Background: an optimization exercise with open tools, aiming at small area, a short achievable clock period and few clock cycles. Do not read the settings as production practice.
At most, simulation tests tie the RTL to the original design; equivalence was not proved.
No activity file was given, so power comes from the tool's default toggle rates.

Design qr_mgs_core, start of the top module:
module qr_mgs_core #
(
    parameter NUM_MAC    = 4,
    parameter DW         = 24,
    parameter DOT_W      = 56,
    parameter COL_W      = 8,
    parameter I_W        = 4,
    parameter M_W        = 6,
    parameter ROW_N      = 4,
    parameter ADDR_W_PHI = 12,
    parameter ADDR_W_Q   = 12,
    parameter ADDR_W_R   = 12,
    parameter FW_DATA    = 13,
    parameter FW_ISR     = 22
)
(
    input  wire                    clk,
    input  wire                    rst_n,
    input  wire                    start_core,
    input  wire [COL_W-1:0]        lambda_i,
    input  wire [I_W-1:0]          current_i,
    input  wire [M_W-1:0]          M_rows_in,
    output reg  [ADDR_W_PHI-1:0]   phi_addr,
    input  wire [(NUM_MAC*DW)-1:0] phi_data,
    output reg  [ADDR_W_R-1:0]     r_addr_a,
    output reg                     r_we_a,
    output reg  [DW-1:0]           r_din_a,
    output reg  [ADDR_W_Q-1:0]     q_addr_a,
    output reg                     q_we_a,
    output wire [(NUM_MAC*DW)-1:0] q_din_a,
    output reg  [ADDR_W_Q-1:0]     q_addr_b,
    input  wire [(NUM_MAC*DW)-1:0] q_dout_b,
    output reg  [M_W-1:0]          res_addr_a,
    output reg                     res_we_a,
    output wire [(NUM_MAC*DW)-1:0] res_din_a,
    output reg  [M_W-1:0]          res_addr_b,
    input  wire [(NUM_MAC*DW)-1:0] res_dout_b,
    output reg                     core_done
);
    localparam P_LD0 = 3'd0,   
               P_LU  = 3'd1,   
               P_D   = 3'd2,   
               P_U   = 3'd3,   
               P_UQ  = 3'd4,   
               P_N1  = 3'd5,   
               P_N2  = 3'd6,   
               P_RR  = 3'd7;   
    localparam S_IDLE = 2'd0, S_PASS = 2'd1, S_GAP = 2'd2, S_WISR = 2'd3;
    reg [1:0] st;
    reg [2:0] ptype;
    reg [3:0] pcnt;           
    reg [3:0] jc;
    reg       gcnt;
    reg [3:0] cur_i;
    reg [5:0] mrow;
    reg [7:0] lam;
    wire isr_go;
    wire       start_now = (st == S_IDLE) && start_core;
    wire       issue     = (st == S_PASS) || start_now;
    wire [2:0] iss_type  = start_now ? ((current_i == 4'd0) ? P_LU : P_LD0) : ptype;
    wire [3:0] rr        = start_now ? 4'd0 : pcnt;
  ...
Size in the first run: ~14,000 cells after synthesis, roughly 590 I/O pins, about 130,000 um2 of cells after synthesis.
Settings: LEC_CHECK=0, CAP_MARGIN=20, CELL_PAD_IN_SITES_DETAIL_PLACEMENT=1, CORE_MARGIN=2, CORE_UTILIZATION=40, CTS_CLUSTER_DIAMETER=100, CTS_CLUSTER_SIZE=20, PLACE_DENSITY=0.45, SLEW_MARGIN=20, SYNTH_MEMORY_MAX_BITS=8192; clock period 25.0 ns.
standard.sh (not shown) runs the stock make flow with config.mk's settings and CLKGATE_MAP_FILE= SYNTH_SCRIPT=/design/flow/synth_recipe.tcl, a recipe that flattens the netlist after the stock synthesis.
==> flow/flow/run.sh <==
#!/bin/bash
# Standard layout with two changes: the port buffers are sky130_fd_sc_hd__buf_2 instead of the
# weakest buffer the resizer would pick, and after placement the flip-flops that drive output
# ports get the 4x drive strength of their cell and move next to their port buffers. Each step's output goes to a log file of its own.
set -euo pipefail
export BUFFER_PORTS_ARGS="-buffer_cell sky130_fd_sc_hd__buf_2"
bash standard.sh synth > synth.log 2>&1
bash standard.sh place > place.log 2>&1
RESULTS=orfs/results/sky130hd/qr_mgs_core/base openroad -no_init -exit flow/upsize.tcl > upsize.log 2>&1
bash standard.sh > layout.log 2>&1
==> flow/flow/upsize.tcl <==
# Upsize the flip-flops that drive output ports (through their port buffers) to the 4x drive
# strength of the same cell and move each next to its port buffer, then legalize the placement.
read_liberty $::env(FLOW_HOME)/platforms/sky130hd/lib/sky130_fd_sc_hd__tt_025C_1v80.lib
set res $::env(RESULTS)
read_db $res/3_place.odb
set block [ord::get_db_block]
set n 0
foreach bterm [$block getBTerms] {
  if {[$bterm getIoType] != "OUTPUT"} continue
  set net [$bterm getNet]
  if {$net == "NULL"} continue
  set buf ""
  foreach it [$net getITerms] { if {[$it isOutputSignal]} { set buf [$it getInst] } }
  if {$buf == ""} continue
  set in_net ""
  foreach it [$buf getITerms] { if {[$it isInputSignal] && [$it getNet] != "NULL"} { set in_net [$it getNet] } }
  if {$in_net == "" || [$in_net getSigType] != "SIGNAL"} continue
  foreach it [$in_net getITerms] {
    if {![$it isOutputSignal]} continue
    set drv [$it getInst]
    set m [[$drv getMaster] getName]
    if {[regexp {^(sky130_fd_sc_hd__(dfxtp|dfrtp))_[12]$} $m -> base]} {
      replace_cell [$drv getName] ${base}_4
      set bb [$buf getBBox]
      $drv setLocation [$bb xMin] [$bb yMin]
      incr n
    }
  }
}
puts "upsized $n flip-flops that drive outputs"
detailed_placement
check_placement -verbose
write_db $res/3_place.odb
The first run completed with no timing, DRC or antenna violations.
Testbench counts at the start, summed over its fixed seeds: cycles 98,802.
Then changed:
--- a/flow/flow/run.sh
+++ b/flow/flow/run.sh
@@ -3,3 +3,3 @@
 # weakest buffer the resizer would pick, and after placement the flip-flops that drive output
-# ports get the 4x drive strength of their cell and move next to their port buffers. Each step's output goes to a log file of its own.
+# ports get the 4x drive strength of their cell. Each step's output goes to a log file of its own.
 set -euo pipefail
--- a/flow/flow/upsize.tcl
+++ b/flow/flow/upsize.tcl
@@ -1,3 +1,3 @@
 # Upsize the flip-flops that drive output ports (through their port buffers) to the 4x drive
-# strength of the same cell and move each next to its port buffer, then legalize the placement.
+# strength of the same cell, then legalize the placement again.
 read_liberty $::env(FLOW_HOME)/platforms/sky130hd/lib/sky130_fd_sc_hd__tt_025C_1v80.lib
@@ -23,4 +23,2 @@
       replace_cell [$drv getName] ${base}_4
-      set bb [$buf getBBox]
-      $drv setLocation [$bb xMin] [$bb yMin]
       incr n
PLACE_DENSITY = 0.72   (was 0.45)
Total power is lower slightly.
Clock skew is lower by 0.011 ns.
Synthesized area is unchanged.
Flip-flop and latch count is unchanged.
Worst hold slack gains 0.0075 ns.
Then changed:
PLACE_DENSITY = 0.6   (was 0.72)
=> The new run passed the timing, DRC and antenna checks; final area barely changes; first-iteration DRC count shrinks by 11%; area after synthesis does not change; cell count barely changes; global-route usage shrinks by 1.2 points; clock-buffer cell count shrinks by 5.

* * *

Setup of PW:
Another version of the RTL of qr_mgs_core (not shown whole).
Size in the first run: ~14000 cells after synthesis, ~1300 flip-flops, about 590 I/O pins.
## qr_mgs_core
module qr_mgs_core #
(
    parameter NUM_MAC    = 4,
    parameter DW         = 24,
    parameter DOT_W      = 56,
    parameter COL_W      = 8,
    parameter I_W        = 4,
    parameter M_W        = 6,
    parameter ROW_N      = 4,
    parameter ADDR_W_PHI = 12,
    parameter ADDR_W_Q   = 12,
    parameter ADDR_W_R   = 12,
    parameter FW_DATA    = 13,
    parameter FW_ISR     = 22
)
(
    input  wire                    clk,
    input  wire                    rst_n,
    input  wire                    start_core,
    input  wire [COL_W-1:0]        lambda_i,
    input  wire [I_W-1:0]          current_i,
    input  wire [M_W-1:0]          M_rows_in,
    output reg  [ADDR_W_PHI-1:0]   phi_addr,
    input  wire [(NUM_MAC*DW)-1:0] phi_data,
    output reg  [ADDR_W_R-1:0]     r_addr_a,
    output reg                     r_we_a,
    output reg  [DW-1:0]           r_din_a,
    output reg  [ADDR_W_Q-1:0]     q_addr_a,
    output reg                     q_we_a,
    output wire [(NUM_MAC*DW)-1:0] q_din_a,
    output reg  [ADDR_W_Q-1:0]     q_addr_b,
  ...
Settings: LEC_CHECK=0, CAP_MARGIN=20, CELL_PAD_IN_SITES_DETAIL_PLACEMENT=1, CORE_MARGIN=2, CORE_UTILIZATION=40, PLACE_DENSITY=0.45, SLEW_MARGIN=20, SYNTH_MEMORY_MAX_BITS=8192; clock period 25.0 ns.
==> flow/flow/run.sh <==
#!/bin/bash
# Standard layout, except that the port buffers are sky130_fd_sc_hd__buf_2 instead of the
# weakest buffer the resizer would pick. Each step's output goes to a log file of its own.
set -euo pipefail
bash standard.sh synth > synth.log 2>&1
BUFFER_PORTS_ARGS="-buffer_cell sky130_fd_sc_hd__buf_2" bash standard.sh > layout.log 2>&1
PW finished all stages; the layout is clean.
Testbench counts of PW, summed over its fixed seeds: cycles 98,514.
### PW -> JK
==> flow/run.sh (new file) <==
#!/bin/bash
# synth_recipe.tcl (not shown) runs the flow's synth.tcl, then flattens the netlist and writes it again
# the make line also repeats each setting of config.mk as NAME=value (left out here)
make -C /OpenROAD-flow-scripts/flow DESIGN_CONFIG=/design/flow/config.mk WORK_HOME=/design/flow/orfs CLKGATE_MAP_FILE= SYNTH_SCRIPT=/design/flow/synth_recipe.tcl finish
removed: flow/flow/run.sh
removed: flow/standard.sh
## What came out
Every stage of the flow completed for JK, and the final layout passed the timing, DRC and antenna checks. Going from PW to JK, setup slack of the worst register-to-register path down 260 ps, setup slack down 550 ps. The storage element area of PW and that of JK are within noise of each other.

* * *

## rev 12
qr_mgs_core, a different RTL version from the one above (not shown whole).
Size: roughly 14000 cells after synthesis, about 1400 flip-flops, roughly 130000 um2 of cells after synthesis.
==> flow/design.v (excerpt) <==
module qr_mgs_core #
(
    parameter NUM_MAC    = 4,
    parameter DW         = 24,
    parameter DOT_W      = 56,
    parameter COL_W      = 8,
    parameter I_W        = 4,
    parameter M_W        = 6,
    parameter ROW_N      = 4,
    parameter ADDR_W_PHI = 12,
    parameter ADDR_W_Q   = 12,
    parameter ADDR_W_R   = 12,
    parameter FW_DATA    = 13,
    parameter FW_ISR     = 22
)
(
    input  wire                    clk,
    input  wire                    rst_n,
    input  wire                    start_core,
    input  wire [COL_W-1:0]        lambda_i,
    input  wire [I_W-1:0]          current_i,
    input  wire [M_W-1:0]          M_rows_in,
    output reg  [ADDR_W_PHI-1:0]   phi_addr,
    input  wire [(NUM_MAC*DW)-1:0] phi_data,
    output reg  [ADDR_W_R-1:0]     r_addr_a,
    output reg                     r_we_a,
    output reg  [DW-1:0]           r_din_a,
    output reg  [ADDR_W_Q-1:0]     q_addr_a,
    output reg                     q_we_a,
    output wire [(NUM_MAC*DW)-1:0] q_din_a,
    output reg  [ADDR_W_Q-1:0]     q_addr_b,
    input  wire [(NUM_MAC*DW)-1:0] q_dout_b,
    output reg  [M_W-1:0]          res_addr_a,
    output reg                     res_we_a,
    output wire [(NUM_MAC*DW)-1:0] res_din_a,
    output reg  [M_W-1:0]          res_addr_b,
    input  wire [(NUM_MAC*DW)-1:0] res_dout_b,
    output reg                     core_done
);
Settings: LEC_CHECK=0, CAP_MARGIN=20, CELL_PAD_IN_SITES_DETAIL_PLACEMENT=1, CORE_MARGIN=2, CORE_UTILIZATION=40, CTS_CLUSTER_DIAMETER=100, CTS_CLUSTER_SIZE=20, PLACE_DENSITY=0.45, SLEW_MARGIN=20, SYNTH_MEMORY_MAX_BITS=8192; clock period 25.0 ns.
==> flow/flow/run.sh <==
#!/bin/bash
# Standard layout with two changes: the port buffers are sky130_fd_sc_hd__buf_2 instead of the
# weakest buffer the resizer would pick, and after placement the flip-flops that drive output
# ports get the 4x drive strength of their cell. Each step's output goes to a log file of its own.
set -euo pipefail
export BUFFER_PORTS_ARGS="-buffer_cell sky130_fd_sc_hd__buf_2"
bash standard.sh synth > synth.log 2>&1
bash standard.sh place > place.log 2>&1
RESULTS=orfs/results/sky130hd/qr_mgs_core/base openroad -no_init -exit flow/upsize.tcl > upsize.log 2>&1
bash standard.sh > layout.log 2>&1
==> flow/flow/upsize.tcl <==
# Upsize the flip-flops that drive output ports (through their port buffers) to the 4x drive
# strength of the same cell, then legalize the placement again.
read_liberty $::env(FLOW_HOME)/platforms/sky130hd/lib/sky130_fd_sc_hd__tt_025C_1v80.lib
set res $::env(RESULTS)
read_db $res/3_place.odb
set block [ord::get_db_block]
set n 0
foreach bterm [$block getBTerms] {
  if {[$bterm getIoType] != "OUTPUT"} continue
  set net [$bterm getNet]
  if {$net == "NULL"} continue
  set buf ""
  foreach it [$net getITerms] { if {[$it isOutputSignal]} { set buf [$it getInst] } }
  if {$buf == ""} continue
  set in_net ""
  foreach it [$buf getITerms] { if {[$it isInputSignal] && [$it getNet] != "NULL"} { set in_net [$it getNet] } }
  if {$in_net == "" || [$in_net getSigType] != "SIGNAL"} continue
  foreach it [$in_net getITerms] {
    if {![$it isOutputSignal]} continue
    set drv [$it getInst]
    set m [[$drv getMaster] getName]
    if {[regexp {^(sky130_fd_sc_hd__(dfxtp|dfrtp))_[12]$} $m -> base]} {
      replace_cell [$drv getName] ${base}_4
      incr n
    }
  }
}
puts "upsized $n flip-flops that drive outputs"
detailed_placement
check_placement -verbose
write_db $res/3_place.odb
Modified inputs, rev 13 compared to rev 12
Settings: changing PLACE_DENSITY from 0.45 to 0.62; removing CTS_CLUSTER_DIAMETER (formerly 100); changing CORE_UTILIZATION from 40 to 55; removing CTS_CLUSTER_SIZE (formerly 20).
==> notes.md <==
Rev 13 did not finish; a tool error ended it in global routing (5_1_grt).
Rev 13 against rev 12: sequential fraction of the synthesis area was more or less identical; routability-driven placement congestion ratio moved up; vertical die dimension went down by 83 um; placed instance count decreased about 6.5%; synthesized area saw little to no change.
On post-place instance area, the higher figure sits with rev 12, not rev 13.
No run of this note included a check of the RTL's function; only the layout flow was run.

==> separate check: timing with driven ports <==
The results above use ideal ports. As a check the final layouts listed here were re-extracted and re-timed, cells and wires unchanged.
Step 1 (the two cells are an assumption about what drives the block):
set clk [get_ports {clk}]
set_driving_cell -lib_cell sky130_fd_sc_hd__clkbuf_16 $clk
set_driving_cell -lib_cell sky130_fd_sc_hd__buf_2 [delete_from_list [all_inputs] $clk]
Step 2 also shifts input and output timing later by t, the mid clock arrival at the registers, as if the neighbouring blocks saw the same clock.
a / b / c = ideal ports / drivers / drivers and shift; a / b = the first two.
| run | t (ns) | slack for setup (ns) | clock arrival spread, ns |
|---|---|---|---|
| the first run of note 1 | 1.002 | 17.751 / 17.751 / 17.591 | 0.134 / 0.134 |
| the second run of note 1 | 1.004 | 18.296 / 18.270 / 17.616 | 0.127 / 0.127 |
| the third run of note 1 | 0.999 | 18.382 / 18.265 / 17.737 | 0.092 / 0.091 |
| PW | 1.014 | 18.157 / 18.042 / 17.561 | 0.077 / 0.077 |
| JK | 1.024 | 17.602 / 17.484 / 17.202 | 0.085 / 0.084 |
| rev 12 | 1.016 | 17.335 / 17.335 / 17.335 | 0.085 / 0.085 |
After both steps every run listed still meets setup and hold. The setup slack of the second run of note 1, which loses most, moves by -0.026 ns with the drivers and by -0.680 ns with both steps.
